Background: an optimization exercise with open tools, aiming at small area and a short achievable clock period. Do not read the settings as production practice.
RTL that was checked went through simulation tests only; none was proved equivalent to the original.
Power figures rest on the tool's default switching activity, not on a simulated workload.

==> inputs of run C <==
## dsp_27x27u
module dsp_27x27u #(
    parameter LATENCY = 2,
    parameter AX_WIDTH = 27,
    parameter AY_WIDTH = 27,
    parameter RESULT_A_WIDTH = 54
) (
    input   clock,
    input   resetn,
    input   ivalid,
    input   iready,
    output  ovalid,
    output  oready,
    input [AX_WIDTH-1:0] ax,
    input [AY_WIDTH-1:0] ay,
    output [RESULT_A_WIDTH-1:0] resulta
);
Settings: LEC_CHECK=0, CAP_MARGIN=20, CORE_MARGIN=2, CORE_UTILIZATION=45, SETUP_SLACK_MARGIN=4.8, SLEW_MARGIN=20, SYNTH_HIERARCHICAL=1, SYNTH_MINIMUM_KEEP_SIZE=0, TNS_END_PERCENT=10; clock period 8.5 ns.
run.sh (not shown) runs the stock make flow with config.mk's settings and CLKGATE_MAP_FILE= SYNTH_SCRIPT=/design/flow/synth_recipe.tcl, a recipe that flattens the netlist after the stock synthesis.
==> inputs of run B, as changes to run C <==
- CORE_UTILIZATION: 45 -> 60
==> inputs of run D, as changes to run C <==
==> flow/flow/run.sh (new file) <==
#!/bin/bash
# The standard layout (standard.sh), except that the buffers on the ports are
# plain buffers (buf_2) rather than the delay cells the default picks.
# make's output goes to standard.log; each ORFS step keeps its own log under orfs/logs.
set -euo pipefail
bash standard.sh finish "BUFFER_PORTS_ARGS=-buffer_cell sky130_fd_sc_hd__buf_2" > standard.log 2>&1
==> flow/standard.sh (new file) <==
#!/bin/bash
# synth_recipe.tcl (not shown) runs the flow's synth.tcl, then flattens the netlist and writes it again
# the make line also repeats each setting of config.mk as NAME=value (left out here)
make -C /OpenROAD-flow-scripts/flow DESIGN_CONFIG=/design/flow/config.mk WORK_HOME=/design/flow/orfs CLKGATE_MAP_FILE= SYNTH_SCRIPT=/design/flow/synth_recipe.tcl "${@:-finish}"
removed: flow/run.sh
==> results.json <==
{
  "status": "timing/DRC/antenna clean",
  "p_switching_mw": 5.00,
  "final-nonclk-buf-share": 0.0481,
  "die_w_um": 227,
  "clk_latency_ps": 480,
  "clkTransAtPathRegs_ps": 80,
  "clkPwrFrac": 0.071,
  "clock_area_frac": 0.0247,
  "pg_seq_mw": 1.79,
  "cts_resized": 117,
  "wl_met3_mm": 8.74,
  "grt_pass1_vias": 18000,
  "layout_common_cells": "312 x xnor2_1, 224 x a22o_1, 224 x a221oi_1, 169 x ha_1, 148 x dfxtp_1",
  "fill_cells": 4495,
  "total_leakage_power_nw": 10.0
}
(the above is from run D)
==> results.json <==
{
  "status": "timing/DRC/antenna clean",
  "p_switching_mw": 4.99,
  "cp-start-kind": "flop",
  "total_leakage_power_nw": 10.2,
  "grt_pass1_vias": 18400,
  "clock_area_frac": 0.0241,
  "layout_common_cells": "309 x xnor2_1, 224 x a22o_1, 219 x a221oi_1, 169 x ha_1, 135 x dfxtp_1",
  "pg_seq_mw": 1.81,
  "clkPwrFrac": 0.070,
  "die_w_um": 227,
  "wl_met3_mm": 8.50,
  "final-nonclk-buf-share": 0.0735,
  "cts_resized": 272,
  "yosysTopAreaCell": "dfxtp_1"
}
(the above is from run C)
==> results.json <==
{
  "fill_cells": 2832,
  "layout_common_cells": "311 x xnor2_1, 224 x a22o_1, 224 x a221oi_1, 169 x ha_1, 142 x dfxtp_1",
  "die_w_um": 197,
  "clk_latency_ps": 460,
  "final-nonclk-buf-share": 0.0739,
  "wl_met3_mm": 9.49,
  "htree_levels": 4,
  "grt_pass1_vias": 18700,
  "p_switching_mw": 5.05,
  "status": "timing/DRC/antenna clean",
  "pg_seq_mw": 1.82,
  "total_leakage_power_nw": 10.3,
  "cts_resized": 273,
  "clock_area_frac": 0.0244,
  "clkPwrFrac": 0.069
}
(the above is from run B)

========
==> v25 <==
Starting RTL as in the previous note.
// dsp_27x27u
module dsp_27x27u #(
    parameter LATENCY = 2,
    parameter AX_WIDTH = 27,
    parameter AY_WIDTH = 27,
    parameter RESULT_A_WIDTH = 54
) (
    input   clock,
    input   resetn,
    input   ivalid,
    input   iready,
    output  ovalid,
    output  oready,
    input [AX_WIDTH-1:0] ax,
    input [AY_WIDTH-1:0] ay,
    output [RESULT_A_WIDTH-1:0] resulta
);
Settings: LEC_CHECK=0, CAP_MARGIN=20, CORE_MARGIN=2, CORE_UTILIZATION=45, SETUP_SLACK_MARGIN=5.0, SLEW_MARGIN=20, SYNTH_HIERARCHICAL=1, SYNTH_MINIMUM_KEEP_SIZE=0, TNS_END_PERCENT=5; clock period 8.5 ns.
Stock flow here: none of the scripts above is used.
==> v38 (differences from v25) <==
--- a/flow/config.mk
+++ b/flow/config.mk
@@ -9,7 +9,6 @@
 export CORE_MARGIN = 2
 export CORE_UTILIZATION = 45
-export SETUP_SLACK_MARGIN = 5.0
+export SETUP_SLACK_MARGIN = 4.55
 export SLEW_MARGIN = 20
 export SYNTH_HIERARCHICAL = 1
 export SYNTH_MINIMUM_KEEP_SIZE = 0
-export TNS_END_PERCENT = 5
==> v37 (differences from v25) <==
==> flow/flow/run.sh (new file) <==
#!/bin/bash
# Standard layout, with each tool's output kept in a log here.
set -e
bash standard.sh > standard.log 2>&1
==> flow/standard.sh (new file) <==
#!/bin/bash
# synth_recipe.tcl (not shown) runs the flow's synth.tcl, then flattens the netlist and writes it again
# the make line also repeats each setting of config.mk as NAME=value (left out here)
make -C /OpenROAD-flow-scripts/flow DESIGN_CONFIG=/design/flow/config.mk WORK_HOME=/design/flow/orfs CLKGATE_MAP_FILE= SYNTH_SCRIPT=/design/flow/synth_recipe.tcl "${@:-finish}"
--- a/flow/config.mk
+++ b/flow/config.mk
@@ -9,7 +9,7 @@
 export CORE_MARGIN = 2
 export CORE_UTILIZATION = 45
-export SETUP_SLACK_MARGIN = 5.0
+export SETUP_SLACK_MARGIN = 4.8
 export SLEW_MARGIN = 20
 export SYNTH_HIERARCHICAL = 1
 export SYNTH_MINIMUM_KEEP_SIZE = 0
-export TNS_END_PERCENT = 5
+export TNS_END_PERCENT = 10
removed: flow/run.sh
==> notes <==
- The lowest global-route usage belongs to v25, the highest to v38.
- Total power: v38 > v25 > v37.
- In synthesized cell count, v25 and v37 do not differ.
- Of v37 and v38, v37 has the higher maximum frequency (gap 0.41%, measured against v38).
- The lowest register-to-register slack belongs to v25, the highest to v38.
- Between v38 and v37, the lower routed wire length is in v37 (gap about 0.54%, measured against v37).
- In die area, v37 and v38 do not differ.
- Of v38 and v25, v25 has the higher worst hold slack (gap 120 ps).
- In v25 the combinational power is larger than in v37, by about 0.7%.
- In area after synthesis, v25 and v37 do not differ.
- In v37 the via count is smaller than in v38, by about 0.8%.
==> figures <==
Final worst setup slack: v38 4471 ps; v37 4488 ps; v25 4463 ps
Number of instances on the worst hold path: v38 1; v37 1; v25 4
Multi-input combinational cell area: v38 17750 µm²; v37 17690 µm²; v25 17660 µm²
Filler cells: v38 4398; v37 4391; v25 4418
Number of global-route vias before repair: v38 18430; v37 18380; v25 18310
Startpoint of the worst hold path: v38 negr[0]; v37 negr[0]; v25 x3r[0]
Antenna cell count: v38 0; v37 0; v25 1
Count of non-filler cells in the finished layout: v38 2902; v37 2894; v25 2891
Post-detailed-placement cell area: v38 23770 µm²; v37 23770 µm²; v25 23800 µm²
Clock period minus final worst setup slack: v38 4029 ps; v37 4012 ps; v25 4037 ps
Post-CTS Setup Bufs: v38 39; v37 41; v25 39
Global router's overall resource usage: v38 0.2890; v37 0.2889; v25 0.2871
First-pass GRT wire length: v38 112500 µm; v37 112400 µm; v25 111700 µm
Fin nets: v38 2562; v37 2554; v25 2550
Power density cells: v38 460.4 nW/µm²; v37 459.0 nW/µm²; v25 462.8 nW/µm²
Status: v38 finished clean; v37 finished clean; v25 finished clean
Ratio of final minimum period to clock period: v38 0.4739; v37 0.4720; v25 0.4749
Worst path buffer plus inverter count: v38 3; v37 1; v25 2
Final area over synthesized area: v38 1.1422x; v37 1.1381x; v25 1.1336x
Final setup skew: v38 17.47 ps; v37 16.93 ps; v25 19.32 ps
Worst hold-check slack: v38 770.7 ps; v37 772.9 ps; v25 892.5 ps
Share of cell area taken by multi-input logic gates: v38 0.6951; v37 0.6950; v25 0.6965
Internal Dissipation: v38 0.006722 W; v37 0.006692 W; v25 0.006690 W

========
==> wip/nickel: inputs <==
Another version of the RTL of dsp_27x27u (not shown whole).
## dsp_27x27u
module dsp_27x27u #(
    parameter LATENCY = 2,
    parameter AX_WIDTH = 27,
    parameter AY_WIDTH = 27,
    parameter RESULT_A_WIDTH = 54
) (
    input   clock,
    input   resetn,
    input   ivalid,
    input   iready,
    output  ovalid,
    output  oready,
    input [AX_WIDTH-1:0] ax,
    input [AY_WIDTH-1:0] ay,
    output [RESULT_A_WIDTH-1:0] resulta
);
Settings: LEC_CHECK=0, ABC_CLOCK_PERIOD_IN_PS=4000, CAP_MARGIN=20, CORE_MARGIN=2, CORE_UTILIZATION=40, SETUP_SLACK_MARGIN=5, SLEW_MARGIN=20, SYNTH_HIERARCHICAL=1, SYNTH_MINIMUM_KEEP_SIZE=0; clock period 8.5 ns.
Stock flow here: none of the scripts above is used.
==> wip/yarrow: changes against wip/nickel <==
Settings changed: ABC_CLOCK_PERIOD_IN_PS 4000 to 1200, SETUP_SLACK_MARGIN 5 to 4.
==> notes.md <==
Against wip/yarrow, the critical path depth of wip/nickel is lower by 2.
In wip/nickel the non-clock buffer count is higher than in wip/yarrow, by 108.
Sequential power is about the same in wip/nickel and wip/yarrow.
Between wip/nickel and wip/yarrow, the lower global-route usage is in wip/yarrow (gap 2.4 points).
Flip-flop and latch count is the same in wip/nickel and wip/yarrow.
In wip/yarrow the first-iteration DRC count is lower than in wip/nickel, by 6.2%.
Of wip/yarrow and wip/nickel, wip/nickel has the higher power (gap about 11%, measured against wip/nickel).
Of wip/nickel and wip/yarrow, wip/nickel has the higher clock-buffer cell count (gap 1).
Of wip/nickel and wip/yarrow, wip/yarrow has the higher clock skew (gap 0.0039 ns).
In wip/nickel the maximum frequency is higher than in wip/yarrow, by 1.4%.
Core utilization: wip/yarrow is lower than wip/nickel (6.4 points).
==> figures <==
| quantity | wip/nickel | wip/yarrow |
|---|---|---|
| Outcome | timing/DRC/antenna clean | timing/DRC/antenna clean |
| Transition time of the tightest slew-check pin | 0.503 ns | 0.949 ns |
| Proportion of cell area spent on the clock network | 2.29% | 2.54% |
| Fill cell count | 4328 | 4784 |
| Wire length on met1 | 30000 um | 27300 um |
| # Post-CTS Setup Buffers | 79 | 33 |
| Final GP Congestion | 0.864 | 0.905 |
| Portion of total power attributed to combinational logic | 82.5% | 80.7% |
| Total length of routed wires | 76600 um | 69300 um |
| First DRT Iteration DRCs | 2004 | 1879 |
| Multi-input gate share of total cell area | 66.1% | 70.9% |
| Gates resized, CTS repair | 622 | 266 |
| Min-Delay Path Depth | 1 | 2 |
| Path length in cells of the critical path | 11 | 13 |
| Delay of the slowest critical-path stage | 0.40 ns | 0.34 ns |
| Summed area of non-filler cells in the final layout | 27400 um^2 | 24100 um^2 |
| Sequential Power | 1.38 mW | 1.36 mW |
| Total met3 wirelength after detailed routing | 8270 um | 8160 um |
| Global routing usage on met2 | 43.7% | 40.1% |
| Arr. time, crit path | 3.21 ns | 3.28 ns |
| Half-perimeter wire length after placement | 44500 um | 44900 um |
| Worst-path clk slew | 0.07 ns | 0.08 ns |
| Placed cell count | 2697 | 2700 |
No functional check of the RTL was part of any run of this note.

==> port drivers added, routing unchanged <==
Ports are ideal in the flow. The routed layouts listed here were re-timed in OpenROAD. Step 1 sets driving cells, clkbuf_16 on the clock port and buf_2 on the other inputs (assumed; they add their load-dependent delay and slew). Step 2 times the ports against the registers' clock, not the clock port: input delays grow and output delays shrink by t, the midpoint of the rising clock arrivals with the driver on. Slacks: no drivers / after step 1 / after step 2; pairs: no drivers / after step 1.
| run | t, ns | setup WS [ns] | clock arrival spread, ns | cell pins on the clock port's net |
|---|---|---|---|---|
| run C | 0.522 | 4.488 / 4.433 / 4.155 | 0.016 / 0.017 | 1 |
| run B | 0.514 | 4.450 / 4.390 / 4.131 | 0.025 / 0.025 | 1 |
| run D | 0.524 | 4.521 / 4.464 / 4.254 | 0.020 / 0.020 | 1 |
| v25 | 0.521 | 4.463 / 4.408 / 4.168 | 0.020 / 0.020 | 1 |
| v38 | 0.524 | 4.471 / 4.416 / 4.299 | 0.018 / 0.017 | 1 |
| v37 | 0.522 | 4.488 / 4.433 / 4.155 | 0.016 / 0.017 | 1 |
| wip/nickel | 0.544 | 3.591 / 3.522 / 4.066 | 0.015 / 0.014 | 1 |
| wip/yarrow | 0.531 | 3.523 / 3.462 / 3.993 | 0.018 / 0.018 | 1 |
After both steps every run listed still meets setup and hold.
